Source: an optimization exercise on an open RTL-to-GDS flow (aim: small area, a short achievable clock period and few clock cycles per item). Production flows keep margins and buffers that such runs may drop. Function was checked by simulation only, so behaviour that the tests miss may differ from the original. Power is estimated from default activity; no workload was simulated.

[design/flow/design.v]
module qoi_decompressor (
    input  wire        rstn,
    input  wire        clk,
    output wire        i_tready,
    input  wire        i_tvalid,
    input  wire        i_tlast,
    input  wire [31:0] i_tdata,      
    input  wire        o_tready,
    output reg         o_tvalid,
    output reg         o_tlast,
    output reg  [ 7:0] o_R, o_G, o_B,
    output wire [31:0] o_width, o_height
);
localparam [2:0] H_MAGIC = 3'd0,
                 H_WIDTH = 3'd1,
                 H_HEIGHT= 3'd2,
                 H_2BYTE = 3'd3,
                 S_DATA  = 3'd4,
                 S_FLUSH = 3'd5;
reg  [ 2:0] state;
reg         finished;       
reg  [15:0] width, height;
assign o_width  = {16'd0, width};
assign o_height = {16'd0, height};
reg  [23:0] prev;           
reg  [ 5:0] hp;             
reg  [15:0] xr, yr;         
reg         done;           
reg         skid_v, skid_last;
reg         c1v;
reg  [31:0] c1;             
reg         c2v;
reg         c2_add;         
reg         c2_idx;         
reg         c2_rec;         
reg  [23:0] c2_opnd;
reg  [ 5:0] c2_hv;          
reg  [ 5:0] c2_hv2, c2_hv3;
reg  [ 5:0] c2_run;         
reg         c3v;
reg         c3_add, c3_idx;
reg  [23:0] c3_opnd;
reg  [ 5:0] c3_hv;
reg  [ 5:0] c3_run;         
reg         c3_run0;        
wire fire    = c3v & ~skid_v & ~done;
wire c3_take = fire & c3_run0;
wire c3_free = ~c3v | c3_take;
wire c2_adv  = c2v & c3_free;
wire c2_free = ~c2v | c3_free;
wire s2_adv  = c1v & c2_free;
wire c1_free = ~c1v | s2_adv;
reg  [ 1:0] rem_cnt;
reg  [23:0] rem;
function [2:0] clen_of(input [7:0] b);
    clen_of = (b[7:6] == 2'b10) ? 3'd2 :
              (b[7:1] == 7'b1111111) ? 3'd4 : 3'd1;
endfunction
function enough_of(input [7:0] b, input [1:0] n);    
    enough_of = (b[7:1] != 7'b1111111) & ((b[7:6] == 2'b10) ? n[1] : (n != 2'd0));
endfunction
reg         enough;         
wire [55:0] m = (rem_cnt == 2'd0) ? {24'h0, i_tdata                } :
                (rem_cnt == 2'd1) ? {16'h0, i_tdata, rem[ 7:0]} :
                (rem_cnt == 2'd2) ? { 8'h0, i_tdata, rem[15:0]} :
                                    {       i_tdata, rem      } ;
wire [2:0] clen = clen_of(m[7:0]);
reg         st_any, st_w, st_d;    
wire c1_free_d = ~c1v | ~c2v | ~c3v | (~skid_v & c3_run0);
wire data_rdy = st_d & ~enough & c1_free_d;
assign i_tready = st_any | (st_w & ~o_tvalid) | data_rdy;
wire s1_fire = (state == S_DATA) & ~done & c1_free & (enough | (i_tvalid & ~finished));
wire [15:0] in_be = {i_tdata[23:16], i_tdata[31:24]};    
reg  [ 2:0] state_n;
reg         finished_n;
reg  [ 1:0] rem_cnt_n;
reg  [23:0] rem_n;
always @(*) begin
    state_n    = state;
    finished_n = finished;
    rem_cnt_n  = rem_cnt;
    rem_n      = rem;
    case (state)
        H_MAGIC : if (i_tvalid) state_n = H_WIDTH;
        H_WIDTH : if (i_tvalid & ~o_tvalid) state_n = H_HEIGHT;
        H_HEIGHT: if (i_tvalid) state_n = H_2BYTE;
        H_2BYTE : if (i_tvalid) begin
            state_n    = S_DATA;
            finished_n = 1'b0;
            rem_cnt_n  = 2'd2;
            rem_n      = {8'h0, i_tdata[31:16]};
        end
        S_DATA  : if (done) begin
            state_n   = finished ? H_MAGIC : S_FLUSH;
            rem_cnt_n = 2'd0;
        end else if (s1_fire) begin
            if (~enough) finished_n = i_tlast;
            rem_cnt_n = rem_cnt - clen[1:0];    
            rem_n     = (clen == 3'd1) ? m[31: 8] :
                        (clen == 3'd2) ? m[39:16] : m[55:32];
        end
        default : if (i_tvalid & i_tlast) state_n = H_MAGIC;    
    endcase
end
always @(posedge clk or negedge rstn)
    if (~rstn) begin
        state    <= H_MAGIC;
        finished <= 1'b0;
        rem_cnt  <= 2'd0;
        enough   <= 1'b0;
        c1v      <= 1'b0;
        st_any   <= 1'b1;
        st_w     <= 1'b0;
        st_d     <= 1'b0;
    end else begin
        state    <= state_n;
        finished <= finished_n;
        rem_cnt  <= rem_cnt_n;
        enough   <= enough_of(rem_n[7:0], rem_cnt_n);
        if (c1_free) c1v <= s1_fire;
        if (state == S_DATA && done) c1v <= 1'b0;
        st_any   <= (state_n != H_WIDTH) & (state_n != S_DATA);
        st_w     <= (state_n == H_WIDTH);
        st_d     <= (state_n == S_DATA) & ~finished_n & ~(done | (fire & last));
    end
always @(posedge clk) begin
    if (state == H_WIDTH && i_tvalid && ~o_tvalid) width <= in_be;
    if (state == H_HEIGHT && i_tvalid) height <= in_be;
    rem <= rem_n;
    if (c1_free) c1 <= m[31:0];
end
reg  [17:0] tab [0:63];     
wire [ 7:0] t0 = c1[7:0];
wire [ 5:0] ci = t0[5:0];
wire [17:0] te = tab[ci];
wire        f2 = (ci == hp);
wire [23:0] tv = f2 ? prev : {te, ci - 6'd53};
wire [ 7:0] df_r = {6'd0, t0[5:4]} - 8'd2;
wire [ 7:0] df_g = {6'd0, t0[3:2]} - 8'd2;
wire [ 7:0] df_b = {6'd0, t0[1:0]} - 8'd2;
wire [ 5:0] df_h1 = {3'd0, t0[5:4], 1'b0} + {4'd0, t0[5:4]};                 
wire [ 5:0] df_h2 = {2'd0, t0[3:2], 2'b0} + {4'd0, t0[3:2]};                 
wire [ 5:0] df_h3 = {1'b0, t0[1:0], 3'b0} + 6'd34 - {4'd0, t0[1:0]};         
wire [ 5:0] lu_u = t0[5:0];
wire [ 3:0] lu_1 = c1[15:12];
wire [ 3:0] lu_2 = c1[11: 8];
wire [ 7:0] lu_g = {2'd0, lu_u} - 8'd32;
wire [ 7:0] lu_r = {2'd0, lu_u} + {4'd0, lu_1} - 8'd40;
wire [ 7:0] lu_b = {2'd0, lu_u} + {4'd0, lu_2} - 8'd40;
wire [ 5:0] lu_h1 = {lu_u[1:0] + 2'd1, 4'd0} - lu_u;                        
wire [ 5:0] lu_h2 = {1'b0, lu_1, 1'b0} + {2'd0, lu_1};                       
wire [ 5:0] lu_h3 = {lu_2[2:0], 3'd0} - {2'd0, lu_2};                        
wire [23:0] rgb_lit = {c1[15:8], c1[23:16], c1[31:24]};
wire [ 5:0] rgb_h1 = {c1[12:8], 1'b0} + c1[13:8];                           
wire [ 5:0] rgb_h2 = {c1[19:16], 2'b0} + c1[21:16];                         
wire [ 5:0] rgb_h3 = {c1[26:24] + 3'd6, 3'd5} - c1[29:24];                  
always @(posedge clk or negedge rstn)
    if (~rstn) c2v <= 1'b0;
    else if (done) c2v <= 1'b0;
    else if (s2_adv) c2v <= 1'b1;
    else if (c2_adv) c2v <= 1'b0;
always @(posedge clk)
    if (c2_free) begin
        c2_run <= 6'd0;
        c2_rec <= 1'b0;
        c2_hv2 <= 6'd0;
        c2_hv3 <= 6'd0;
        case (t0[7:6])
            2'b00: begin
                c2_add <= 1'b0; c2_idx <= 1'b1; c2_rec <= ~f2;
                c2_opnd <= tv;
                c2_hv <= ci;
            end
            2'b01: begin
                c2_add <= 1'b1; c2_idx <= 1'b0;
                c2_opnd <= {df_r, df_g, df_b};
                c2_hv <= df_h1; c2_hv2 <= df_h2; c2_hv3 <= df_h3;
            end
            2'b10: begin
                c2_add <= 1'b1; c2_idx <= 1'b0;
                c2_opnd <= {lu_r, lu_g, lu_b};
                c2_hv <= lu_h1; c2_hv2 <= lu_h2; c2_hv3 <= lu_h3;
            end
            default: if (t0[5:1] != 5'b11111) begin
                c2_add <= 1'b1; c2_idx <= 1'b0;
                c2_opnd <= 24'd0;
                c2_hv <= 6'd0;
                c2_run <= ci;
            end else begin
                c2_add <= 1'b0; c2_idx <= 1'b0;
                c2_opnd <= rgb_lit;
                c2_hv <= rgb_h1; c2_hv2 <= rgb_h2; c2_hv3 <= rgb_h3;
            end
        endcase
    end
wire [ 5:0] e_l1 = c2_opnd[21:16];
wire [ 5:0] e_l2 = c2_opnd[13: 8];
wire [ 5:0] e_h  = c2_opnd[ 5: 0];
wire [ 5:0] e_r  = {e_h[4:0], 1'b0} - {e_l1[3:0], 2'b0} - e_l2;
wire [ 5:0] e_g  = e_l1 + {e_l2[4:0], 1'b0} - e_h;
wire [ 5:0] e_b  = e_l1 - e_l2;
wire [23:0] e_v  = {c2_opnd[23:22], e_r, c2_opnd[15:14], e_g, c2_opnd[7:6], e_b};
wire        f3  = c2_idx & (c2_hv == hp);
always @(posedge clk or negedge rstn)
    if (~rstn) c3v <= 1'b0;
    else if (done) c3v <= 1'b0;
    else if (c2_adv) c3v <= 1'b1;
    else if (c3_take) c3v <= 1'b0;
always @(posedge clk)
    if (c3_free) begin
        c3_add  <= c2_add;
        c3_idx  <= c2_idx;
        c3_hv   <= c2_hv + c2_hv2 + c2_hv3;
        c3_run  <= c2_run;
        c3_run0 <= (c2_run == 6'd0);
        c3_opnd <= f3 ? prev : c2_rec ? e_v : c2_opnd;
    end else if (fire & ~c3_run0) begin
        c3_run  <= c3_run - 6'd1;
        c3_run0 <= (c3_run == 6'd1);
    end
wire [ 7:0] a_r = prev[23:16] + c3_opnd[23:16];
wire [ 7:0] a_g = prev[15: 8] + c3_opnd[15: 8];
wire [ 7:0] a_b = prev[ 7: 0] + c3_opnd[ 7: 0];
wire        fwd = c3_idx & (c3_hv == hp);
wire [23:0] p   = c3_add ? {a_r, a_g, a_b} : fwd ? prev : c3_opnd;
wire [ 5:0] hpn = c3_add ? hp + c3_hv : c3_hv;
wire        x1  = (xr == 16'd1);
wire        last = x1 & (yr == 16'd1);
always @(posedge clk)
    if (state == H_HEIGHT && i_tvalid) begin
        prev <= 24'd0;
        hp   <= 6'd53;
        xr   <= width;
        yr   <= in_be;
    end else if (fire) begin
        prev <= p;
        hp   <= hpn;
        if (x1) begin
            xr <= width;
            yr <= yr - 16'd1;
        end else
            xr <= xr - 16'd1;
    end
always @(posedge clk or negedge rstn)
    if (~rstn) done <= 1'b1;
    else if (state == H_HEIGHT && i_tvalid) done <= 1'b0;
    else if (fire & last) done <= 1'b1;
wire [ 5:0] w_l2 = prev[21:16] + {prev[12:8] + prev[4:0], 1'b0};
wire [ 5:0] w_l1 = w_l2 + prev[5:0];
always @(posedge clk)
    tab[hp] <= {prev[23:22], w_l1, prev[15:14], w_l2, prev[7:6]};
wire o_free = ~o_tvalid | o_tready;
always @(posedge clk or negedge rstn)
    if (~rstn) begin
        o_tvalid <= 1'b0;
        skid_v   <= 1'b0;
    end else if (o_free) begin
        o_tvalid <= skid_v | fire;
        skid_v   <= 1'b0;
    end else if (fire)
        skid_v   <= 1'b1;
always @(posedge clk)
    if (o_free) begin
        {o_R, o_G, o_B} <= skid_v ? prev : p;
        o_tlast         <= skid_v ? skid_last : last;
    end else if (fire)
        skid_last <= last;
endmodule
[design/flow/flow/run.sh]
#!/bin/bash
set -euo pipefail
bash standard.sh SETUP_SLACK_MARGIN=6.5 finish > flow_make.log 2>&1
[design/flow/standard.sh]
#!/bin/bash
# synth_recipe.tcl (not shown) runs the flow's synth.tcl, then flattens the netlist and writes it again
# the make line also repeats each setting of config.mk as NAME=value (left out here)
make -C /OpenROAD-flow-scripts/flow DESIGN_CONFIG=/design/flow/config.mk WORK_HOME=/design/flow/orfs CLKGATE_MAP_FILE= SYNTH_SCRIPT=/design/flow/synth_recipe.tcl "${@:-finish}"
[design/flow/config.mk]
export PLATFORM = sky130hd
export DESIGN_NAME = qoi_decompressor
export DESIGN_NICKNAME = qoi_decompressor
export VERILOG_FILES = /design/flow/design.v
export SDC_FILE = /design/flow/constraint.sdc
export NUM_CORES = 4
export LEC_CHECK = 0
export CAP_MARGIN = 20
export CORE_MARGIN = 2
export CORE_UTILIZATION = 40
export CTS_BUF_LIST = sky130_fd_sc_hd__clkbuf_8
export SLEW_MARGIN = 20
[design/flow/constraint.sdc]
create_clock -name core_clock -period 10.0 [get_ports {clk}]
set_input_delay 2.0000 -clock core_clock [delete_from_list [all_inputs] [get_ports {clk}]]
set_output_delay 2.0000 -clock core_clock [all_outputs]
set_load 0.01 [all_outputs]
==> summary.md, run 1 <==
| Metric | Value |
|---|---|
| Outcome | timing/DRC/antenna clean |
| Synth area leader | edfxtp_1 |
| Synth Cell Area | ~62,000 um^2 |
| Clock slew at reported path FFs | 0.06 ns |
| Hold path depth | 0 |
| Required time of the critical path | 8.00 ns |
| Setup TNS | 0 ns |
| PortBufs | 95 |
| Hold buffers post-CTS | 0 |
| Area of the core | 154,200 um^2 |
| Leak Pwr | 0.02408 uW |
| CP Capture Type | output pin |
| Post-Syn Area per Cell | 17.53 um^2 |
| Critical-path top delay cell | dfrtp_2 |
| CP startpoint kind | flop |
| Final setup viols | 0 |
| Cell Chain, Critical Path | buf_12 -> nand2b_4 -> nand2b_1 -> a311o_1 -> buf_2 |
| DP Worst Slack | between 4 and 5 ns |
| Reg2reg start | prev[0] |
| Area Growth Syn to Fin | 14.36% |
| Die width | 398.5 um |
| First-pass GRT wire length | 233,200 um |
| GRT overflow | 0 |
| Max Slew Vio Count | 0 |
| Vias post-DR | 34.05k |
| Core utilization of the finished layout | 46.16% |
| Root Buffer | clkbuf_8 |
| CTS Buffer Depth | 3 |
| Initial Utilization | 40.36% |
| Tcrit/Tclk final | 40.84% |
| Arrival @ worst endpoint | 2.08 ns |
| Post-synth top area share | 66.62% |
| First-pass detailed-route iteration total | 6 |
| Drt total wl | ~160,000 um |
| R2r endpoint | tab[30][15] |
| Max Cap Viol | 0 |
| WL per Instance | 26.62 um |
| Top_reg_cell synth | edfxtp_1 |
| GRT Total Usage | about a fifth |
| Crit path kind | flop to output pin |
| Worst skew pair latency | 0.99 ns |
| H-tree depth | 4 |
| Seq/Total Area, Yosys | between 60% and 70% |
| Layout cells sized above 1 | between 20% and 30% |
| Antenna Nets Post-Route | 0 |
| DRT iter0 DRCs | 3,539 |
| Reg2Reg Setup Slack | 6.59 ns |
| Largest net degree at the start of global routing | 73 |
| Hold path startpoint | c2_add |
| Rel. slew slack | about a quarter |
| CTS buffer count | between 200 and 250 |
| Main area contributors after synthesis | edfxtp_1 67%, mux4_2 13%, ha_1 2.2% |
| Final hold vios | 0 |
| Drt drc | 0 |
| Die area | 158,800 um^2 |
| Number of global-route vias before repair | 33.74k |
| Max stage delay on crit path | approximately 0.38 ns |
| Site row count | 144 |
| Post-route cell area | a little over 70,000 um^2 |
| Reg2Reg Depth | 10 |
| Total I/O pin count | about 130 |
| Fraction of registers with async set/reset | 1.111% |
| Distinct cells, synth | 75 |
| Commonest non-fill, non-tap cell in the layout | edfxtp_1 |
| Initial antenna violation count | 9 |
| Post-synthesis cell count | 3,552 |
| Vias/cell | 5.615 |
| Final WS setup | approximately 5.9 ns |
| CP max FO | 2 |
| Die height | between 300 and 400 um |
| Crit path time final | about 4.1 ns |
| Final Power | 28,710 uW |
| # clock sinks | between 1k and 1.5k |
| Yosys warns | 1 |
| RD Place Congestion | 0.8727 |
| RSZ-0062 raised after global routing | true |
| Worst Clk Skew | 0.07205 ns |
| Post-DP HPWL | 92,890 um |
| Peak supply drop | 0.9566 mV |
| EDFF count, synth | 1,381 |
| DP Area | 66,180 um^2 |
| Worst-margin pin slew | 1.102 ns |
| Flops & latches, synth | 1,440 |
| Fillers | 13.18k |
| Final #Nets | 4,006 |
| Pwr/cell area | 403.3 nW/um^2 |
| CTS tree | done |
| Hold path endpoint | c3_add |
| Fmax | 244.9 MHz |
| Worst hold path class | flop to flop |
| Commonest cells after routing, fill and taps aside | 1,381 x edfxtp_1, 361 x mux4_2, 234 x clkbuf_8 |
## logic make-up (layout without fill, tap and decap cells)
family	Yosys count	in the layout	synth area share [%]
AO/OA/AOI/OAI	462	463	4.657
XOR/XNOR	117	117	1.646
adder cells (fa/ha/maj)	137	137	3.091
buffers and inverters	345	778	2.438
flip-flops	1440	1440	68.65
multiplexers	502	502	15.50
other	1	33	0.006024
AND/OR/NAND/NOR	548	550	4.018
## worst max-delay path by stage
stage	from	to	cells past startpoint
2_1_floorplan	prev[0]	tab[0][15]	10
3_3_place_gp	i_tvalid	yr[1]	9
3_5_place_dp	i_tvalid	yr[0]	9
4_1_cts	skid_v	i_tready	5
5_1_grt	c1v	i_tready	4
6_report	skid_v	i_tready	5
## through the flow
step | std cells | hold slack [ns]
after floorplan | 3583 | 0.4003
after global placement | 5596 | 0.4043
after detailed placement | 5596 | 0.4056
after CTS | 6043 | 0.4198
after global routing | 6064 | 0.4291
final | 6064 | 0.4190
## cell type report
type | count | area (um^2) | area share (%)
flip-flops and latches | 1440 | 42770 | 60.08
diodes | 1 | 2.502 | 0.003515
clock buffers | 234 | 3221 | 4.524
multi-input cells | 1801 | 18840 | 26.46
repair buffers | 226 | 2054 | 2.886
clock inverters | 183 | 1224 | 1.719
repair inverters | 2 | 12.51 | 0.01758
well taps | 2044 | 2557 | 3.592
inverters | 133 | 513.0 | 0.7206
## repair_timing
action / CTS / global route
cloned: 8 / 4
endpoints found under the setup margin: 402 / 204
pin swaps: 3 / 6
gates resized for setup: 287 / 20
buffers inserted: 22 / 16
## flip-flops by register name, indices dropped and copies added, names as in the netlist, 16 cells and up, named ones only
| register | cells |
|---|---|
| tab | 1152 |
| c1 | 32 |
| c2_opnd | 24 |
| c3_opnd | 24 |
| prev | 24 |
| rem | 24 |
| height | 16 |
| width | 16 |
| xr | 16 |
| yr | 16 |
## report_power, final
group	leakage [uW]	switching, uW	internal (uW)	total (uW)
Clock	0.00251	2410	2510	4930
Sequential	0.0134	665	11300	11900
Combinational	0.00819	7690	4170	11900
Total	0.0241	10800	17900	28700
## per-layer routing
metal	GRT usage (%)	part of all wire, %	up-vias
met5	0	0	-
met3	3.518	7.1	238
li1	-	-	14689
met4	6.125	2.5	0
met1	28.97	43	17737
met2	31.72	47	1383
## cell usage after synthesis, drive strengths merged, types with 28 or more instances
master     n
o21ai    121
mux4     361
edfxtp  1381
dfxtp     43
fa        28
nor3      36
nand2    151
a21oi    146
mux2      85
inv      130
ha       109
a22oi     37
clkbuf   116
xor2      36
nor2     219
xnor2     81
mux2i     56
buf       96
## worst max-delay path, delay by kind of cell (launching register included)
family	cells	cell delay (ns)
and+or+nand+nor	2	0.17
buffers and inverters	2	0.25
AOI/OAI and AO/OA	1	0.33
DFF	1	0.38
Testbench counts, summed over its fixed seeds: cycles 49,382, pixels 48,510.
==> run 2, diff against run 1 <==
--- a/design/flow/design.v
+++ b/design/flow/design.v
@@ -65,9 +65,20 @@
                 (rem_cnt == 2'd2) ? { 8'h0, i_tdata, rem[15:0]} :
                                     {       i_tdata, rem      } ;
 wire [2:0] clen = clen_of(m[7:0]);
-reg         st_any, st_w, st_d;    
+wire [6:0] m_rgb, m_luma;
+genvar gi;
+generate for (gi = 0; gi < 7; gi = gi + 1) begin : g_tag
+    assign m_rgb[gi]  = (m[8*gi+7:8*gi+1] == 7'b1111111);
+    assign m_luma[gi] = (m[8*gi+7:8*gi+6] == 2'b10);
+end endgenerate
+wire [1:0] cnt_f = rem_cnt - clen[1:0];    
+wire       rgb_f  = (clen == 3'd1) ? m_rgb[1]  : (clen == 3'd2) ? m_rgb[2]  : m_rgb[4];
+wire       luma_f = (clen == 3'd1) ? m_luma[1] : (clen == 3'd2) ? m_luma[2] : m_luma[4];
+wire       enough_f = ~rgb_f & (luma_f ? cnt_f[1] : (cnt_f != 2'd0));
+reg         st_any, st_w;    
+reg         st_dn;           
 wire c1_free_d = ~c1v | ~c2v | ~c3v | (~skid_v & c3_run0);
-wire data_rdy = st_d & ~enough & c1_free_d;
+wire data_rdy = st_dn & c1_free_d;
 assign i_tready = st_any | (st_w & ~o_tvalid) | data_rdy;
 wire s1_fire = (state == S_DATA) & ~done & c1_free & (enough | (i_tvalid & ~finished));
 wire [15:0] in_be = {i_tdata[23:16], i_tdata[31:24]};    
@@ -75,11 +86,13 @@
 reg         finished_n;
 reg  [ 1:0] rem_cnt_n;
 reg  [23:0] rem_n;
+reg         enough_n;
 always @(*) begin
     state_n    = state;
     finished_n = finished;
     rem_cnt_n  = rem_cnt;
     rem_n      = rem;
+    enough_n   = enough;
     case (state)
         H_MAGIC : if (i_tvalid) state_n = H_WIDTH;
         H_WIDTH : if (i_tvalid & ~o_tvalid) state_n = H_HEIGHT;
@@ -89,15 +102,18 @@
             finished_n = 1'b0;
             rem_cnt_n  = 2'd2;
             rem_n      = {8'h0, i_tdata[31:16]};
+            enough_n   = enough_of(i_tdata[23:16], 2'd2);
         end
         S_DATA  : if (done) begin
             state_n   = finished ? H_MAGIC : S_FLUSH;
             rem_cnt_n = 2'd0;
+            enough_n  = 1'b0;
         end else if (s1_fire) begin
             if (~enough) finished_n = i_tlast;
             rem_cnt_n = rem_cnt - clen[1:0];    
             rem_n     = (clen == 3'd1) ? m[31: 8] :
                         (clen == 3'd2) ? m[39:16] : m[55:32];
+            enough_n  = enough_f;
         end
         default : if (i_tvalid & i_tlast) state_n = H_MAGIC;    
     endcase
@@ -111,21 +127,21 @@
         c1v      <= 1'b0;
         st_any   <= 1'b1;
         st_w     <= 1'b0;
-        st_d     <= 1'b0;
+        st_dn    <= 1'b0;
     end else begin
         state    <= state_n;
         finished <= finished_n;
         rem_cnt  <= rem_cnt_n;
-        enough   <= enough_of(rem_n[7:0], rem_cnt_n);
+        enough   <= enough_n;
         if (c1_free) c1v <= s1_fire;
         if (state == S_DATA && done) c1v <= 1'b0;
         st_any   <= (state_n != H_WIDTH) & (state_n != S_DATA);
         st_w     <= (state_n == H_WIDTH);
-        st_d     <= (state_n == S_DATA) & ~finished_n & ~(done | (fire & last));
+        st_dn    <= (state_n == S_DATA) & ~finished_n & ~(done | (fire & last)) & ~enough_n;
     end
 always @(posedge clk) begin
-    if (state == H_WIDTH && i_tvalid && ~o_tvalid) width <= in_be;
-    if (state == H_HEIGHT && i_tvalid) height <= in_be;
+    if (state == H_WIDTH && ~o_tvalid) width <= in_be;
+    if (state == H_HEIGHT) height <= in_be;
     rem <= rem_n;
     if (c1_free) c1 <= m[31:0];
 end
@@ -227,7 +243,7 @@
 wire        x1  = (xr == 16'd1);
 wire        last = x1 & (yr == 16'd1);
 always @(posedge clk)
-    if (state == H_HEIGHT && i_tvalid) begin
+    if (state == H_HEIGHT) begin
         prev <= 24'd0;
         hp   <= 6'd53;
         xr   <= width;
@@ -243,7 +259,7 @@
     end
 always @(posedge clk or negedge rstn)
     if (~rstn) done <= 1'b1;
-    else if (state == H_HEIGHT && i_tvalid) done <= 1'b0;
+    else if (state == H_HEIGHT) done <= 1'b0;
     else if (fire & last) done <= 1'b1;
 wire [ 5:0] w_l2 = prev[21:16] + {prev[12:8] + prev[4:0], 1'b0};
 wire [ 5:0] w_l1 = w_l2 + prev[5:0];
==> summary.md, run 2 <==
| Metric | Value |
|---|---|
| Crit path time final | about 4 ns |
| Compound-Gate Fraction of Synth Area | 6.731% |
| Final setup viols | 0 |
| Post-synthesis simple-gate area fraction | slightly below 5% |
| Yosys warns | 1 |
| Site row count | 145 |
| CP Capture Type | output pin |
| Tcrit/Tclk final | 40.06% |
| CTS Buffer Depth | 3 |
| Peak supply drop | 0.7812 mV |
| Root Buffer | clkbuf_8 |
| Commonest non-fill, non-tap cell in the layout | edfxtp_1 |
| Fraction of registers with async set/reset | between 1 and 1.5% |
| Max Cap Viol | 0 |
| Distinct cells, synth | 78 |
| Main combinational cell family by area after synthesis | multiplexers |
| CP max FO | 2 |
| Largest net degree at the start of global routing | between 90 and 100 |
| DRT iter0 DRCs | roughly 4.3k |
| Worst-margin pin slew | 1.127 ns |
| First-pass detailed-route iteration total | 6 |
| First-pass GRT wire length | 248,300 um |
| RD Place Congestion | 0.8772 |
| Largest register FFs | 1,152 |
| Flops & latches, synth | 1,440 |
| Max Slew Vio Count | 0 |
| PortBufs | 95 |
| Post-synthesis cell count | 3,762 |
| # clock sinks | 1,440 |
| Post-Synth XOR/XNOR Area | approximately 1.8% |
| Final #Nets | 4,293 |
| Synth Cell Area | 62,620 um^2 |
| Commonest cells after routing, fill and taps aside | 1,388 x edfxtp_1, 301 x mux4_2, 256 x nand2_1 |
| WL per Instance | 27.16 um |
| Fillers | between 10k and 15k |
| Most flops, register | tab |
| Number of global-route vias before repair | ~36k |
| Arrival @ worst endpoint | 2.01 ns |
| Die width | 399.7 um |
| Seq/Total Area, Yosys | 68.35% |
| Multi-input logic area | 18,790 um^2 |
| Rel. slew slack | 24.06% |
| Area Growth Syn to Fin | 15.31% |
| Top flop regs | tab x1152, c1 x32 |
| Main area contributors after synthesis | edfxtp_1 67%, mux4_2 11%, ha_1 2.2% |
| Vias/cell | 5.723 |
| Leak Pwr | roughly 0.025 uW |
| Worst skew pair latency | 0.99 ns |
| Post-synth top area share | roughly 67% |
| Vias post-DR | about 36k |
| FF/Latch Area | 42,840 um^2 |
| Initial Utilization | about two fifths |
| Clock slew at reported path FFs | around 0.060 ns |
| Synth area leader | edfxtp_1 |
| GRT Total Usage | a little over a fifth |
| Die area | 159,700 um^2 |
| Post-DP HPWL | approximately 100,000 um |
| Die height | 399.7 um |
| Initial antenna violation count | 6 |
| Adder-cell share of the synthesized area | 3.073% |
| Final hold vios | 0 |
| Dominant cell by count in the synthesized netlist | edfxtp_1 |
| Pwr/cell area | 370.9 nW/um^2 |
| Hold buffers post-CTS | 0 |
| CTS buffer count | 228 |
| Required time of the critical path | 8.00 ns |
| Worst Clk Skew | 0.09327 ns |
| GRT overflow | 0 |
| Post-Syn Area per Cell | 16.65 um^2 |
| Drt total wl | 173,000 um |
| Crit path kind | flop to output pin |
| EDFF count, synth | 1,388 |
| Mux share of post-synthesis cell area | 12.55% |
| Commonest cells in the netlist | 1,388 x edfxtp_1, 301 x mux4_2, 258 x nand2_1 |
| Drt drc | 0 |
| Worst hold path class | flop to flop |
| Area of the core | 155,800 um^2 |
| Antenna Nets Post-Route | 0 |
| H-tree depth | 4 |
| Setup TNS | 0 ns |
| CTS tree | done |
| RSZ-0062 raised after global routing | true |
| Total I/O pin count | 128 |
| Top_reg_cell synth | edfxtp_1 |
| Layout cells sized above 1 | 25.08% |
| Outcome | timing/DRC/antenna clean |
| Fmax | 249.6 MHz |
| WHS | 0.4664 ns |
| CP startpoint kind | flop |
-- run 2: cell count changes in the layout (fill, tap and decap cells not counted), sizes merged, moves of 24 or more --
| cell | delta |
|---|---|
| a22o | +24 |
| buf | +97 |
| mux2 | -37 |
| mux4 | -60 |
| nand2 | +108 |
| nor2 | -40 |
| o21ai | +38 |
-- run 2: cells by family (layout without fill, tap and decap cells) --
kind of cell	Yosys count	after routing
XOR/XNOR	127	127
multiplexers	403	403
flip-flops	1440	1440
other	1	35
AO/OA/AOI/OAI	644	644
buffers and inverters	348	861
AND/OR/NAND/NOR	662	663
adder cells (fa/ha/maj)	137	137
-- run 2: repair_timing --
item | in CTS | in global routing
buffers inserted | 53 | 23
cloned | 19 | 5
pin swaps | 13 | 11
setup endpoints to repair | 345 | 215
gates resized for setup | 309 | 31
-- run 2: metrics by stage --
step                power (uW)  util [%]  worst slack (ns)  std cells  cell area, um^2
global placement         19270     42.68             5.112       5847            66520
global route             27890     46.33             5.895       6367            72210
CTS                      26270     46.06             5.902       6337            71790
finish                   26780     46.33             5.994       6368            72210
floorplan                16070         -             4.562       3793            62900
detailed placement       19480     42.68             5.179       5847            66520
-- run 2: path summary, 6_finish.rpt --
check                      startpoint          to  slack [ns]  cells past startpoint
setup / recovery               skid_v    i_tready        5.99                      5
hold / removal                 c2_idx      c3_idx        0.47                      0
setup reg to reg              prev[0]  tab[6][15]        6.38                     15
hold reg to reg                c2_idx      c3_idx        0.47                      0
max in group asynchronous        rstn    o_tvalid        7.94                      1
min in group asynchronous        rstn      skid_v        1.50                      1
-- run 2: metal layers --
metal / track usage (%) / wire (um) / vias up
met1: 29.61 / 70980 / 18882
li1: - / - / 15594
met3: 4.124 / 14570 / 280
met5: 0 / 0 / -
met2: 34.18 / 82410 / 1690
met4: 6.935 / 5010 / 0
-- run 2: power breakdown --
part | switching, uW | internal [uW]
combinational | 6860 | 4380
clock | 2410 | 2310
sequential | 523 | 10300
total | 9790 | 17000
-- run 2: critical path, cell delays in order (launching register included) --
cell and delay (ns):
dfrtp_2 0.42, buf_12 0.13, clkinvlp_4 0.09, a21oi_4 0.06
o21ai_2 0.15, buf_2 0.16
-- run 2: final cells by class --
type	instances	area share (%)
antenna	3	0.01040
clock buffer	232	4.422
clock inverter	186	1.476
inverter	110	0.5822
multi-input combinational	2006	26.02
sequential	1440	59.32
tap	2058	3.566
timing repair buffer	333	4.599
Testbench counts of run 2, summed over its fixed seeds: cycles 49,382, pixels 48,510.
==> run 3, diff against run 2 <==
--- a/design/flow/config.mk
+++ b/design/flow/config.mk
@@ -8,5 +8,4 @@
 export CAP_MARGIN = 20
 export CORE_MARGIN = 2
 export CORE_UTILIZATION = 40
-export CTS_BUF_LIST = sky130_fd_sc_hd__clkbuf_8
 export SLEW_MARGIN = 20
==> summary.md, run 3 <==
| Metric | Value |
|---|---|
| Outcome | timing/DRC/antenna clean |
| Crit path kind | flop to output pin |
| Number of global-route vias before repair | 35.29k |
| Final #Nets | roughly 4.2k |
| Vias/cell | 5.772 |
| Total I/O pin count | roughly 130 |
| Crit path time final | 3.798 ns |
| Most flops, register | tab |
| Yosys warns | 1 |
| WL per Instance | about 28 um |
| Initial antenna violation count | 2 |
| Synth Cell Area | approximately 63,000 um^2 |
| Worst path buffer plus inverter count | 3 |
| Synth area leader | edfxtp_1 |
| Drt drc | 0 |
| Rel. slew slack | a little under a third |
| H-tree depth | 4 |
| Post-DP HPWL | 99,060 um |
| DRT iter0 DRCs | 3,989 |
| DP Worst Slack | around 5.2 ns |
| Die width | 399.7 um |
| Mux share of post-synthesis cell area | between 10% and 20% |
| Final hold vios | 0 |
| PortBufs | 95 |
| Max stage delay on crit path | approximately 0.42 ns |
| Distinct cells, synth | 78 |
| Antenna Nets Post-Route | 0 |
| Arrival @ worst endpoint | 1.80 ns |
| Initial Utilization | around 40% |
| Pwr/cell area | 377.6 nW/um^2 |
| Worst hold path class | flop to flop |
| First-pass detailed-route iteration total | 6 |
| Root Buffer | clkbuf_16 |
| Vias post-DR | 35.85k |
| Required time of the critical path | 8.00 ns |
| Int Pwr | 17,900 uW |
| RD Place Congestion | slightly below 0.9 |
| Largest net degree at the start of global routing | 94 |
| Top flop regs | tab x1152, c1 x32 |
| Top_reg_cell synth | edfxtp_1 |
| Area Growth Syn to Fin | 16.52% |
| Final WS setup | 6.202 ns |
| Worst Clk Skew | 0.04603 ns |
| Commonest non-fill, non-tap cell in the layout | edfxtp_1 |
| Cell family with the largest share of critical-path delay | flip-flops |
| WHS | 0.4755 ns |
| Layout cells sized above 1 | 23.05% |
| Die area | 159,700 um^2 |
| Worst skew pair latency | ~0.80 ns |
| CP max FO | 2 |
| CP Capture Type | output pin |
| Die height | 399.7 um |
| # clock sinks | 1,440 |
| Critical-path top delay cell | dfrtp_2 |
| CTS tree | done |
| First-pass GRT wire length | 246,100 um |
| Cell Chain, Critical Path | buf_12 -> clkinvlp_4 -> a21oi_4 -> o21ai_2 -> buf_2 |
| Clk network pwr share | between 20% and 30% |
| Seq/Total Area, Yosys | 68.35% |
| Fillers | 13.14k |
| CP startpoint kind | flop |
| EDFF count, synth | around 1.4k |
| Post-Syn Area per Cell | 16.65 um^2 |
| Psw | 9653 uW |
| Leak Pwr | 0.02466 uW |
| Post-synth top area share | 66.56% |
| Drt total wl | roughly 170,000 um |
| Compound-Gate Fraction of Synth Area | around 6.7% |
| Power share of the sequential group | 39.3% |
| CTS Buffer Depth | 3 |
| Fraction of registers with async set/reset | 1.111% |
| Commonest cells after routing, fill and taps aside | 1,388 x edfxtp_1, 301 x mux4_2, 256 x nand2_1 |
| Post-Synth XOR/XNOR Area | 1.776% |
| Combinational Power Share | 40.6% |
| Max Cap Viol | 0 |
| Main combinational cell family by area after synthesis | multiplexers |
| CTS buffer count | 153 |
| Main area contributors after synthesis | edfxtp_1 67%, mux4_2 11%, ha_1 2.2% |
| Peak supply drop | between 0.5 and 0.6 mV |
| Tcrit/Tclk final | 37.98% |
| Adder-cell share of the synthesized area | 3.073% |
| Net Sw Frac | a little over a third |
| Commonest cells in the netlist | 1,388 x edfxtp_1, 301 x mux4_2, 258 x nand2_1 |
| Flops & latches, synth | 1,440 |
| GRT overflow | 0 |
| Clock slew at reported path FFs | around 0.060 ns |
| Worst-margin pin slew | 1.034 ns |
| GRT Total Usage | between 20% and 30% |
| Final setup viols | 0 |
| Area of the core | 155,800 um^2 |
| Post-synthesis cell count | approximately 3.8k |
| Post-synthesis simple-gate area fraction | 4.825% |
| Dominant cell by count in the synthesized netlist | edfxtp_1 |
| Site row count | 145 |
| Setup TNS | 0 ns |
| Largest register FFs | between 1k and 1.5k |
| Fmax | 263.3 MHz |
| Max Slew Vio Count | 0 |
| RSZ-0062 raised after global routing | true |
[run 3: repair_timing]
action / in CTS / in global routing
gates resized for setup: 193 / 46
hold buffers: 0 / 0
pin swaps: 14 / 14
setup endpoints to repair: 349 / 180
gates cloned: 19 / 6
setup buffers: 55 / 12
[run 3: layout make-up]
class | instances | area [um^2] | area share [%]
Antenna cell | 1 | 2.502 | 0.003430
Clock buffer | 201 | 4167 | 5.710
Clock inverter | 69 | 688.2 | 0.9431
Inverter | 110 | 420.4 | 0.5762
Multi-Input combinational cell | 2007 | 18860 | 25.85
Sequential cell | 1440 | 42840 | 58.71
Tap cell | 2058 | 2575 | 3.529
Timing Repair Buffer | 324 | 3416 | 4.681
[run 3: logic make-up (layout without fill, tap and decap cells)]
kind of cell             Yosys count  after routing
AND/OR/NAND/NOR                  662            664
flip-flops                      1440           1440
AO/OA/AOI/OAI                    644            644
XOR/XNOR                         127            127
multiplexers                     403            403
adder cells (fa/ha/maj)          137            137
other                              1             33
buffers and inverters            348            704
[run 3: through the flow]
stage                     utilization, %  total power (uW)  instances  area, um^2
after floorplan                        -             16070       3793       62900
after global placement             42.68             19270       5847       66520
after detailed placement           42.68             19480       5847       66520
after CTS                          46.64             27160       6191       72680
after global routing               46.82             28680       6209       72960
final                              46.82             27550       6210       72970
[run 3: worst paths after layout]
kind	startpoint	endpoint	slack, ns	cells after the start
setup / recovery	skid_v	i_tready	6.20	5
hold / removal	c2_idx	c3_idx	0.48	0
setup reg to reg	prev[8]	tab[13][15]	6.23	16
hold reg to reg	c2_idx	c3_idx	0.48	0
max in group asynchronous	rstn	o_tvalid	7.75	1
min in group asynchronous	rstn	state[0]	1.68	1
[run 3: power by group through the flow]
stage	Sequential, uW	Clock (uW)	Combinational [uW]
4_1_cts	10800	5640	10700
3_3_place_gp	11000	0	8280
2_1_floorplan	11000	0	5040
3_5_place_dp	11000	0	8450
6_report	10800	5550	11200
5_1_grt	10900	5860	11900
[run 3: routing by layer]
layer  global-route usage, %  vias up  wire [um]
met5                       0        -          0
met4                   6.995        0       5323
met3                   4.144      292      13800
met2                   33.84     1549      81660
met1                   29.32    18642      70990
li1                        -    15363          -
==> run 4, diff against run 3 <==
--- a/design/flow/config.mk
+++ b/design/flow/config.mk
@@ -7,5 +7,6 @@
 export LEC_CHECK = 0
 export CAP_MARGIN = 20
 export CORE_MARGIN = 2
-export CORE_UTILIZATION = 40
+export CORE_UTILIZATION = 55
+export PLACE_DENSITY = 0.65
 export SLEW_MARGIN = 20
==> summary.md, run 4 <==
| Metric | Value |
|---|---|
| Worst Clk Skew | 0.02898 ns |
| Synth Cell Area | 62,620 um^2 |
| Area of the core | 112,700 um^2 |
| Fillers | 7,927 |
| Number of global-route vias before repair | 34.91k |
| Tcrit/Tclk final | 37.67% |
| Die area | ~120,000 um^2 |
| Synth area leader | edfxtp_1 |
| Vias/cell | 6.441 |
| H-tree depth | 4 |
| Drt total wl | 169,600 um |
| Outcome | timing/DRC/antenna clean |
| Top flop regs | tab x1152, c1 x32 |
| Die width | 341.4 um |
| Most flops, register | tab |
| Antenna Nets Post-Route | 0 |
| Largest register FFs | between 1k and 1.5k |
| Mux share of post-synthesis cell area | 12.55% |
| Fraction of registers with async set/reset | 1.111% |
| Required time of the critical path | about 8.0 ns |
| WL per Instance | 30.09 um |
| Root Buffer | clkbuf_16 |
| Commonest cells after routing, fill and taps aside | 1,388 x edfxtp_1, 301 x mux4_2, 256 x nand2_1 |
| Seq/Total Area, Yosys | between 60% and 70% |
| Worst path buffer plus inverter count | 3 |
| Adder-cell share of the synthesized area | 3.073% |
| Clock slew at reported path FFs | about 0.06 ns |
| Post-Synth XOR/XNOR Area | under 10% |
| DRT iter0 DRCs | about 4.8k |
| Critical-path top delay cell | dfrtp_2 |
| Rel. slew slack | 29.39% |
| Arrival @ worst endpoint | 1.77 ns |
| CP startpoint kind | flop |
| Yosys warns | 1 |
| First-pass GRT wire length | 243,700 um |
| Post-synthesis simple-gate area fraction | ~4.8% |
| Largest net degree at the start of global routing | 92 |
| Setup TNS | 0 ns |
| Commonest non-fill, non-tap cell in the layout | edfxtp_1 |
| Distinct cells, synth | 78 |
| Worst-margin pin slew | around 1.1 ns |
| Main area contributors after synthesis | edfxtp_1 67%, mux4_2 11%, ha_1 2.2% |
| Area Growth Syn to Fin | 14.84% |
| Main combinational cell family by area after synthesis | multiplexers |
| Crit path kind | flop to output pin |
| CTS buffer count | approximately 150 |
| Post-synthesis cell count | 3,762 |
| Pwr/cell area | 376.8 nW/um^2 |
| EDFF count, synth | about 1.4k |
| Vias post-DR | 36.30k |
| Dominant cell by count in the synthesized netlist | edfxtp_1 |
| GRT overflow | 0 |
| Site row count | around 120 |
| Top_reg_cell synth | edfxtp_1 |
| Cell Chain, Critical Path | buf_12 -> clkinvlp_4 -> a21oi_4 -> o21ai_1 -> buf_2 |
| RSZ-0062 raised after global routing | true |
| Compound-Gate Fraction of Synth Area | 6.731% |
| CTS Buffer Depth | 3 |
| Post-Syn Area per Cell | 16.65 um^2 |
| Post-route cell area | 71,920 um^2 |
| CP max FO | 2 |
| Post-DP HPWL | 97,430 um |
| Max Slew Vio Count | 0 |
| Leak Pwr | 0.02449 uW |
| Flops & latches, synth | 1,440 |
| First-pass detailed-route iteration total | 8 |
| Initial Utilization | roughly 56% |
| Cell family with the largest share of critical-path delay | buffers and inverters |
| Worst skew pair latency | between 0.7 and 0.8 ns |
| Hold buffers post-CTS | 0 |
| Max Cap Viol | 0 |
| Final setup viols | 0 |
| RD Place Congestion | 0.8916 |
| GRT Total Usage | 28.98% |
| PortBufs | 95 |
| Layout cells sized above 1 | between 20 and 25% |
| Crit path time final | roughly 3.8 ns |
| Initial antenna violation count | 10 |
| Post-synth top area share | between 60% and 70% |
| Total I/O pin count | between 100 and 150 |
| Final #Nets | about 4.2k |
| Fmax | 265.4 MHz |
| Die height | 341.4 um |
| CTS tree | done |
| Worst hold path class | flop to flop |
| Drt drc | 0 |
| Commonest cells in the netlist | 1,388 x edfxtp_1, 301 x mux4_2, 258 x nand2_1 |
| CP Capture Type | output pin |
| Peak supply drop | 0.6419 mV |
| Final hold vios | 0 |
| Max stage delay on crit path | 0.38 ns |
| # clock sinks | around 1.4k |
| DP Area | 65,820 um^2 |
## run 4: cell count changes in the layout (fill, tap and decap cells not counted), moves of 5 or more
cell / delta
buf_6: -5
clkinv_2: +5
buf_4: -9
clkinv_1: -6
clkinvlp_4: +5
clkbuf_2: -7
clkdlybuf4s15_1: -15
clkbuf_16: -5
dlygate4sd2_1: +30
## run 4: cells by family (layout without fill, tap and decap cells)
logic type | Yosys count | in the layout
xor gates and xnor gates | 127 | 127
buffers and inverters | 348 | 687
and+or+nand+nor | 662 | 664
adders and majority gates | 137 | 137
muxes | 403 | 403
AOI/OAI and AO/OA | 644 | 644
DFF | 1440 | 1440
other | 1 | 34
## run 4: worst paths after layout
path                       startpoint  slack (ns)  cells after the start          end
setup / recovery               skid_v        6.23                      5     i_tready
hold / removal                 c2_add        0.45                      0       c3_add
setup reg to reg              prev[0]        6.32                     15  tab[61][15]
hold reg to reg                c2_add        0.45                      0       c3_add
max in group asynchronous        rstn        7.80                      1     o_tvalid
min in group asynchronous        rstn        1.68                      1         st_w
## run 4: final cells by class
type	instances	area (um^2)	area share (%)
inverter	110	422.9	0.5881
timing repair buffer	313	3374	4.692
antenna	2	5.005	0.006959
tap	1500	1877	2.610
clock inverter	66	594.3	0.8264
clock buffer	198	4018	5.586
sequential	1440	42840	59.57
multi-input combinational	2007	18790	26.12
## run 4: power by group
group	switching (uW)	internal [uW]	leakage (uW)	total, uW
Combinational	6560	4380	0.00883	10900
Sequential	547	10300	0.0134	10800
Clock	2290	3030	0.00224	5320
## run 4: metrics by stage
stage / util (%) / cells / setup WS (ns) / hold WS, ns / power, uW
floorplan: - / 3793 / 4.562 / 0.4003 / 16070
global placement: 58.42 / 5288 / 5.154 / 0.4357 / 19080
detailed placement: 58.42 / 5288 / 5.174 / 0.4369 / 19250
CTS: 63.50 / 5612 / 6.154 / 0.4560 / 26690
global route: 63.83 / 5634 / 6.169 / 0.4616 / 28160
finish: 63.84 / 5636 / 6.233 / 0.4512 / 27100
## run 4: metal layers
layer / global-route usage [%] / vias to the layer above / wire (um)
li1: - / 15372 / -
met1: 42.68 / 18862 / 70250
met2: 45.81 / 1841 / 80480
met3: 4.483 / 224 / 14700
met4: 7.599 / 2 / 4146
met5: 0 / - / 12
## run 4: timing repair
action                                  CTS  global route
cloned                                   19             6
gates resized for setup                 142            36
setup buffers                            41            16
pin swaps                                12            14
endpoints found under the setup margin  343           293
==> run 5, diff against run 4 <==
--- a/design/flow/config.mk
+++ b/design/flow/config.mk
@@ -7,6 +7,6 @@
 export LEC_CHECK = 0
 export CAP_MARGIN = 20
 export CORE_MARGIN = 2
-export CORE_UTILIZATION = 55
-export PLACE_DENSITY = 0.65
+export CORE_UTILIZATION = 65
+export PLACE_DENSITY = 0.72
 export SLEW_MARGIN = 20
==> summary.md, run 5 <==
| Metric | Value |
|---|---|
| Outcome | timing/DRC/antenna clean |
| RSZ-0062 raised after global routing | true |
| Top flop regs | tab x1152, c1 x32 |
| Crit path kind | flop to output pin |
| Largest net degree at the start of global routing | 73 |
| Reg2Reg Depth | 13 |
| Hold buffers post-CTS | 0 |
| CP Capture Type | output pin |
| Hold path endpoint | c3_idx |
| Dpl cells | approximately 5.0k |
| H-tree depth | 4 |
| Distinct cells, synth | 78 |
| Area Growth Syn to Fin | 13.43% |
| CP startpoint kind | flop |
| Site row count | 113 |
| Seq/Total Area, Yosys | 68.35% |
| Commonest cells after routing, fill and taps aside | 1,388 x edfxtp_1, 301 x mux4_2, 255 x nand2_1 |
| Post-synth top area share | 66.56% |
| Dominant cell by count in the synthesized netlist | edfxtp_1 |
| Clock slew at reported path FFs | 0.06 ns |
| Worst hold path class | flop to flop |
| Rel. slew slack | 24.60% |
| Most flops, register | tab |
| Antenna Nets Post-Route | 0 |
| Setup TNS | 0 ns |
| Yosys warns | 1 |
| CTS tree | done |
| Worst-margin pin slew | 1.130 ns |
| Largest register FFs | 1,152 |
| First-pass detailed-route iteration total | 7 |
| Top_reg_cell synth | edfxtp_1 |
| Max Slew Vio Count | 0 |
| Final Power | 26,320 uW |
| Layout cells sized above 1 | 21.36% |
| Final #Nets | 4,167 |
| Hold path depth | 0 |
| Vias/cell | 6.891 |
| Die area | between 90,000 and 100,000 um^2 |
| WHS | 0.4632 ns |
| Fraction of registers with async set/reset | between 1 and 1.5% |
| GRT Total Usage | 35.10% |
| Crit path time final | 3.757 ns |
| Synth area leader | edfxtp_1 |
| # clock sinks | about 1.4k |
| Post-DP HPWL | approximately 98,000 um |
| PortBufs | 95 |
| Required time of the critical path | ~8 ns |
| EDFF count, synth | ~1.4k |
| Commonest non-fill, non-tap cell in the layout | edfxtp_1 |
| Post-Syn Area per Cell | 16.65 um^2 |
| Initial Utilization | 65.72% |
| Initial antenna violation count | 3 |
| Hold path startpoint | c2_idx |
| WL per Instance | between 30 and 40 um |
| Fmax | 266.2 MHz |
| Main area contributors after synthesis | edfxtp_1 67%, mux4_2 11%, ha_1 2.2% |
| Core utilization of the finished layout | 74.54% |
| Die height | 314.4 um |
| RD Place Congestion | slightly above 0.9 |
| R2r endpoint | tab[24][15] |
| Drt drc | 0 |
| Reg2Reg Setup Slack | 6.46 ns |
| Root Buffer | clkbuf_16 |
| GRT overflow | 0 |
| Final hold vios | 0 |
| CP max FO | 2 |
| Area of the core | roughly 95,000 um^2 |
| Leak Pwr | between 0.02 and 0.025 uW |
| Reg2reg start | prev[0] |
| Vias post-DR | 37.01k |
| Tcrit/Tclk final | between 30% and 40% |
| First-pass GRT wire length | 248,500 um |
| Number of global-route vias before repair | 37.07k |
| Synth Cell Area | 62,620 um^2 |
| DRT iter0 DRCs | 5,207 |
| Die width | about 310 um |
| Arrival @ worst endpoint | 1.76 ns |
| Drt total wl | between 150,000 and 200,000 um |
| Commonest cells in the netlist | 1,388 x edfxtp_1, 301 x mux4_2, 258 x nand2_1 |
| CTS buffer count | 144 |
| CTS Buffer Depth | 3 |
| Pwr/cell area | 370.5 nW/um^2 |
| Worst skew pair latency | 0.78 ns |
| Final setup viols | 0 |
| Flops & latches, synth | 1,440 |
| Fin cells | 5,371 |
| Total I/O pin count | approximately 130 |
| Post-synthesis cell count | 3,762 |
| Peak supply drop | 0.8905 mV |
| Worst Clk Skew | 0.03175 ns |
| Max Cap Viol | 0 |
## run 5: cell counts after synthesis
No cell type changed its count.
## run 5: metal layers
metal  global-route usage [%]  up-vias  wire length (um)
li1                         -    15279                 -
met2                    56.33     2468             83940
met4                    13.93        4              6514
met5                        0        -                27
met1                    48.32    18854             62570
met3                    6.858      408             18370
## run 5: kinds of logic (layout without fill, tap and decap cells)
kind of cell	count (synthesis)	count (layout)	synth area share, %
fa+ha+maj	137	137	3.073
mux	403	403	12.55
simple gates	662	664	4.825
buf+inv	348	656	2.687
compound gates	644	646	6.731
flops	1440	1440	68.35
other cells	1	33	0.005988
xor+xnor	127	127	1.776
## run 5: where the power goes
part | internal (uW) | leakage (uW) | switching (uW)
registers | 10300 | 0.0134 | 570
clock network | 2920 | 0.00218 | 2300
logic | 3760 | 0.00862 | 6460
total | 17000 | 0.0242 | 9330
## run 5: worst max-delay path by stage
| stage | startpoint | endpoint | slack (ns) | cells past startpoint |
|---|---|---|---|---|
| finish | skid_v | i_tready | 6.24 | 5 |
| global route | skid_v | i_tready | 6.17 | 5 |
| CTS | skid_v | i_tready | 6.18 | 5 |
| detailed placement | i_tdata[7] | enough | 5.17 | 11 |
| global placement | i_tdata[7] | enough | 5.14 | 11 |
| floorplan | prev[0] | tab[0][15] | 4.56 | 11 |
## run 5: timing repair
item | in CTS | in global routing
gates cloned | 17 | 7
gates resized for setup | 136 | 38
endpoints found under the setup margin | 360 | 136
setup buffers | 31 | 10
pin swaps | 14 | 15
## run 5: area by class of cell
| class | instances | area, um^2 |
|---|---|---|
| clock inverter | 75 | 644.4 |
| antenna | 1 | 2.502 |
| clock buffer | 183 | 3845 |
| inverter | 110 | 420.4 |
| sequential | 1440 | 42840 |
| fill | 5612 | 24260 |
| timing repair buffer | 286 | 2897 |
| tap | 1265 | 1583 |
| multi-input combinational | 2009 | 18790 |
| timing repair inverter | 2 | 12.51 |
## run 5: stage by stage
stage / setup slack (ns) / instance area, um^2
floorplan: 4.562 / 62900
global placement: 5.138 / 65370
detailed placement: 5.172 / 65380
CTS: 6.181 / 70700
global route: 6.172 / 71030
finish: 6.243 / 71030
## run 5: worst max-delay path, cell delays in order (launching register included)
cell and delay (ns):
dfrtp_2 0.38, buf_12 0.12, clkinvlp_4 0.13, a21oi_4 0.16
o21ai_1 0.07, buf_2 0.14
==> run 6, diff against run 5 <==
--- a/design/flow/design.v
+++ b/design/flow/design.v
@@ -50,6 +50,13 @@
 wire c2_free = ~c2v | c3_free;
 wire s2_adv  = c1v & c2_free;
 wire c1_free = ~c1v | s2_adv;
+wire o_free  = ~o_tvalid | o_tready;
+wire c1v_n      = (state == S_DATA && done) ? 1'b0 : c1_free ? s1_fire : c1v;
+wire c2v_n      = done ? 1'b0 : s2_adv ? 1'b1 : c2_adv ? 1'b0 : c2v;
+wire c3v_n      = done ? 1'b0 : c2_adv ? 1'b1 : c3_take ? 1'b0 : c3v;
+wire c3_run0_n  = c3_free ? (c2_run == 6'd0) : (fire & ~c3_run0) ? (c3_run == 6'd1) : c3_run0;
+wire skid_v_n   = o_free ? 1'b0 : fire ? 1'b1 : skid_v;
+wire o_tvalid_n = o_free ? (skid_v | fire) : o_tvalid;
 reg  [ 1:0] rem_cnt;
 reg  [23:0] rem;
 function [2:0] clen_of(input [7:0] b);
@@ -77,9 +84,9 @@
 wire       enough_f = ~rgb_f & (luma_f ? cnt_f[1] : (cnt_f != 2'd0));
 reg         st_any, st_w;    
 reg         st_dn;           
-wire c1_free_d = ~c1v | ~c2v | ~c3v | (~skid_v & c3_run0);
-wire data_rdy = st_dn & c1_free_d;
-assign i_tready = st_any | (st_w & ~o_tvalid) | data_rdy;
+reg         stw_r;           
+reg         c1fd_r;          
+assign i_tready = st_any | stw_r | (st_dn & c1fd_r);
 wire s1_fire = (state == S_DATA) & ~done & c1_free & (enough | (i_tvalid & ~finished));
 wire [15:0] in_be = {i_tdata[23:16], i_tdata[31:24]};    
 reg  [ 2:0] state_n;
@@ -128,15 +135,18 @@
         st_any   <= 1'b1;
         st_w     <= 1'b0;
         st_dn    <= 1'b0;
+        stw_r    <= 1'b0;
+        c1fd_r   <= 1'b1;
     end else begin
         state    <= state_n;
         finished <= finished_n;
         rem_cnt  <= rem_cnt_n;
         enough   <= enough_n;
-        if (c1_free) c1v <= s1_fire;
-        if (state == S_DATA && done) c1v <= 1'b0;
+        c1v      <= c1v_n;
         st_any   <= (state_n != H_WIDTH) & (state_n != S_DATA);
         st_w     <= (state_n == H_WIDTH);
+        stw_r    <= (state_n == H_WIDTH) & ~o_tvalid_n;
+        c1fd_r   <= ~c1v_n | ~c2v_n | ~c3v_n | (~skid_v_n & c3_run0_n);
         st_dn    <= (state_n == S_DATA) & ~finished_n & ~(done | (fire & last)) & ~enough_n;
     end
 always @(posedge clk) begin
@@ -172,9 +182,7 @@
 wire [ 5:0] rgb_h3 = {c1[26:24] + 3'd6, 3'd5} - c1[29:24];                  
 always @(posedge clk or negedge rstn)
     if (~rstn) c2v <= 1'b0;
-    else if (done) c2v <= 1'b0;
-    else if (s2_adv) c2v <= 1'b1;
-    else if (c2_adv) c2v <= 1'b0;
+    else c2v <= c2v_n;
 always @(posedge clk)
     if (c2_free) begin
         c2_run <= 6'd0;
@@ -219,9 +227,7 @@
 wire        f3  = c2_idx & (c2_hv == hp);
 always @(posedge clk or negedge rstn)
     if (~rstn) c3v <= 1'b0;
-    else if (done) c3v <= 1'b0;
-    else if (c2_adv) c3v <= 1'b1;
-    else if (c3_take) c3v <= 1'b0;
+    else c3v <= c3v_n;
 always @(posedge clk)
     if (c3_free) begin
         c3_add  <= c2_add;
@@ -261,20 +267,18 @@
     if (~rstn) done <= 1'b1;
     else if (state == H_HEIGHT) done <= 1'b0;
     else if (fire & last) done <= 1'b1;
-wire [ 5:0] w_l2 = prev[21:16] + {prev[12:8] + prev[4:0], 1'b0};
-wire [ 5:0] w_l1 = w_l2 + prev[5:0];
+wire [ 5:0] w_l2 = prev[21:16] + {prev[12:8], 1'b0} + {prev[4:0], 1'b0};
+wire [ 5:0] w_l1 = prev[21:16] + {prev[12:8], 1'b0} + {prev[4:0], 1'b0} + prev[5:0];
 always @(posedge clk)
     tab[hp] <= {prev[23:22], w_l1, prev[15:14], w_l2, prev[7:6]};
-wire o_free = ~o_tvalid | o_tready;
 always @(posedge clk or negedge rstn)
     if (~rstn) begin
         o_tvalid <= 1'b0;
         skid_v   <= 1'b0;
-    end else if (o_free) begin
-        o_tvalid <= skid_v | fire;
-        skid_v   <= 1'b0;
-    end else if (fire)
-        skid_v   <= 1'b1;
+    end else begin
+        o_tvalid <= o_tvalid_n;
+        skid_v   <= skid_v_n;
+    end
 always @(posedge clk)
     if (o_free) begin
         {o_R, o_G, o_B} <= skid_v ? prev : p;
==> summary.md, run 6 <==
| Metric | Value |
|---|---|
| Site row count | 113 |
| Pwr/cell area | 402.0 nW/um^2 |
| Vias/cell | 6.882 |
| Rel. slew slack | 21.09% |
| Commonest cells after routing, fill and taps aside | 1,387 x edfxtp_1, 314 x mux4_2, 197 x nand2_1 |
| Drt drc | 0 |
| Area of the core | about 95,000 um^2 |
| Max stage delay on crit path | 0.41 ns |
| Root Buffer | clkbuf_16 |
| CTS buffer count | 144 |
| Fillers | 5,501 |
| First-pass detailed-route iteration total | 10 |
| Post-route cell area | 70,640 um^2 |
| Initial antenna violation count | 2 |
| Cell family with the largest share of critical-path delay | flip-flops |
| Drt total wl | between 150,000 and 200,000 um |
| Dominant cell by count in the synthesized netlist | edfxtp_1 |
| EDFF count, synth | 1,387 |
| DP Worst Slack | 5.015 ns |
| Hold path startpoint | c2_add |
| Layout cells sized above 1 | 21.09% |
| Worst path buffer plus inverter count | 1 |
| RSZ-0062 raised after global routing | true |
| Tcrit/Tclk final | 35.76% |
| First-pass GRT wire length | 249,500 um |
| GRT overflow | 0 |
| Post-synthesis cell count | 3,726 |
| Flops & latches, synth | around 1.4k |
| Yosys warns | 1 |
| Worst Clk Skew | 0.03098 ns |
| Synth Cell Area | between 60,000 and 70,000 um^2 |
| Clock slew at reported path FFs | 0.06 ns |
| WL per Instance | 32.53 um |
| Post-DP HPWL | 99,320 um |
| Cell Chain, Critical Path | a211o_1 -> buf_2 |
| Max Slew Vio Count | 0 |
| Die width | 314.7 um |
| Final setup viols | 0 |
| Largest register FFs | 1,152 |
| Peak supply drop | slightly above 0.6 mV |
| Final Power | 28,400 uW |
| Top_reg_cell synth | edfxtp_1 |
| Synth area leader | edfxtp_1 |
| Post-synth top area share | 66.38% |
| Outcome | timing/DRC/antenna clean |
| Worst-margin pin slew | 1.184 ns |
| Commonest non-fill, non-tap cell in the layout | edfxtp_1 |
| DRT iter0 DRCs | roughly 5.0k |
| Adder-cell share of the synthesized area | 3.063% |
| # clock sinks | 1,441 |
| H-tree depth | 4 |
| Main combinational cell family by area after synthesis | multiplexers |
| R2r endpoint | c2_opnd[8] |
| CP startpoint kind | flop |
| Required time of the critical path | about 8.0 ns |
| Die height | 314.7 um |
| Compound-Gate Fraction of Synth Area | 6.110% |
| Final #Nets | slightly above 4k |
| Crit path kind | flop to output pin |
| Initial Utilization | approximately two thirds |
| Max Cap Viol | 0 |
| Area Growth Syn to Fin | 12.60% |
| Post-synthesis simple-gate area fraction | a little under 5% |
| Most flops, register | tab |
| Antenna Nets Post-Route | 0 |
| Seq/Total Area, Yosys | 68.25% |
| Number of global-route vias before repair | about 37k |
| Final hold vios | 0 |
| GRT Total Usage | between 30% and 40% |
| Largest net degree at the start of global routing | 91 |
| Worst skew pair latency | a little under 0.8 ns |
| Arrival @ worst endpoint | 1.58 ns |
| Leak Pwr | 0.02391 uW |
| Post-Syn Area per Cell | about 17 um^2 |
| Hold path endpoint | c3_add |
| Total I/O pin count | 128 |
| Post-Synth XOR/XNOR Area | between 1.5 and 2% |
| Fmax | 279.6 MHz |
| CTS tree | done |
| Mux share of post-synthesis cell area | a little over an eighth |
| Final WS setup | 6.424 ns |
| DP Area | roughly 65,000 um^2 |
| Hold path depth | 0 |
| Vias post-DR | 36.56k |
| PortBufs | 95 |
| Worst path depth | 2 |
| Commonest cells in the netlist | 1,387 x edfxtp_1, 314 x mux4_2, 200 x nand2_1 |
| Crit path time final | 3.576 ns |
| Reg2Reg Depth | 6 |
| Worst hold path class | flop to flop |
| CP Capture Type | output pin |
| CTS Buffer Depth | 3 |
| Fraction of registers with async set/reset | 1.180% |
| Distinct cells, synth | just under 80 |
| Top flop regs | tab x1152, c1 x32 |
| Main area contributors after synthesis | edfxtp_1 66%, mux4_2 11%, ha_1 2.1% |
| Critical-path top delay cell | dfrtp_1 |
| Die area | between 90,000 and 100,000 um^2 |
| Reg2Reg Setup Slack | 6.55 ns |
| RD Place Congestion | 0.9270 |
| Reg2reg start | hp[2] |
| Setup TNS | 0 ns |
| CP max FO | 1 |
[run 6: cell count changes after synthesis, moves of 18 or more]
| cell | delta |
|---|---|
| a22o_1 | -27 |
| a22oi_1 | -18 |
| mux2i_1 | +26 |
| nand2_1 | -58 |
| a21oi_1 | -28 |
| a211oi_1 | +23 |
[run 6: worst max path at each step]
stage	from	end	slack (ns)
4_1_cts	st_dn	i_tready	6.38
3_5_place_dp	i_tdata[3]	st_dn	5.02
3_3_place_gp	i_tdata[3]	st_dn	5.07
6_report	st_dn	i_tready	6.42
5_1_grt	st_dn	i_tready	6.39
2_1_floorplan	i_tdata[6]	st_dn	5.81
[run 6: cell families after synthesis]
group | count (synthesis)
DFF | 1441
and+or+nand+nor | 639
AOI/OAI and AO/OA | 597
muxes | 444
buffers and inverters | 343
adders and majority gates | 135
xor gates and xnor gates | 126
other | 1
[run 6: cell type report]
cell class	instances	area, um^2	area share [%]
Sequential cell	1441	42850	60.66
Multi-Input combinational cell	1975	18880	26.72
Clock inverter	80	681.9	0.9653
Clock buffer	178	3752	5.312
Inverter	108	409.1	0.5792
Tap cell	1265	1583	2.240
Timing Repair inverter	2	12.51	0.01771
Timing Repair Buffer	260	2466	3.491
Antenna cell	3	7.507	0.01063
[run 6: routing by layer]
layer,routed length [um],up-vias,GRT usage [%],part of all wire (%)
li1,-,15113,-,-
met1,61490,18567,46.39,36
met2,84380,2408,56.90,49
met3,17420,465,7.624,10
met4,9508,2,17.67,5.5
met5,13,-,0,0.0075
[run 6: through the flow]
step | hold WS (ns) | utilization (%) | std cells
after CTS | 0.4386 | 73.80 | 5288
after global placement | 0.4155 | 68.66 | 4999
after floorplan | 0.4003 | - | 3757
after detailed placement | 0.4240 | 68.69 | 5000
after global routing | 0.4479 | 74.12 | 5309
final | 0.4390 | 74.13 | 5312
[run 6: what timing repair did]
| item | CTS | global route |
|---|---|---|
| hold buffers | 0 | 0 |
| buffers inserted | 24 | 19 |
| gates resized for setup | 136 | 31 |
| pin swaps | 7 | 3 |
| hold endpoints to repair | 0 | 0 |
| cloned | 6 | 2 |
| endpoints found under the setup margin | 356 | 225 |
[run 6: where the power goes]
| part | internal [uW] | switching (uW) |
|---|---|---|
| sequential | 10800 | 756 |
| clock | 2830 | 2330 |
| combinational | 3820 | 7860 |
Testbench counts of run 6, summed over its fixed seeds: cycles 49,382, pixels 48,510.

[static timing again, ports no longer ideal]
How much do the figures lean on ideal ports? The routed layouts below were timed once more, with nothing changed but the port constraints.
Step 1 sets driving cells, clkbuf_16 on the clock port and buf_2 on the other inputs (assumed; they add their load-dependent delay and slew).
Step 2, shift: input delay + t, output delay - t, t = (earliest + latest rising clock arrival at the registers) / 2. This alone moves slack from input paths to output paths.
Slacks: ideal ports / drivers / drivers and shift; pairs: ideal ports / drivers.
| run | shift t [ns] | setup slack, ns | worst slew at a driven data input, ns | pins driven straight from the clock port |
|---|---|---|---|---|
| run 1 | 1.034 | 5.916 / 5.835 / 5.551 | 0.06 | 1 |
| run 2 | 1.024 | 5.994 / 5.921 / 5.584 | 0.11 | 1 |
| run 3 | 0.855 | 6.202 / 6.126 / 5.770 | 0.10 | 1 |
| run 4 | 0.822 | 6.233 / 6.158 / 5.777 | 0.07 | 1 |
| run 5 | 0.840 | 6.243 / 6.167 / 5.729 | 0.06 | 1 |
| run 6 | 0.838 | 6.424 / 6.350 / 5.726 | 0.08 | 1 |
After both steps every run listed still meets setup and hold. For run 6, which loses most, drivers alone change the setup slack by -0.074 ns; drivers and shift together by -0.698 ns.
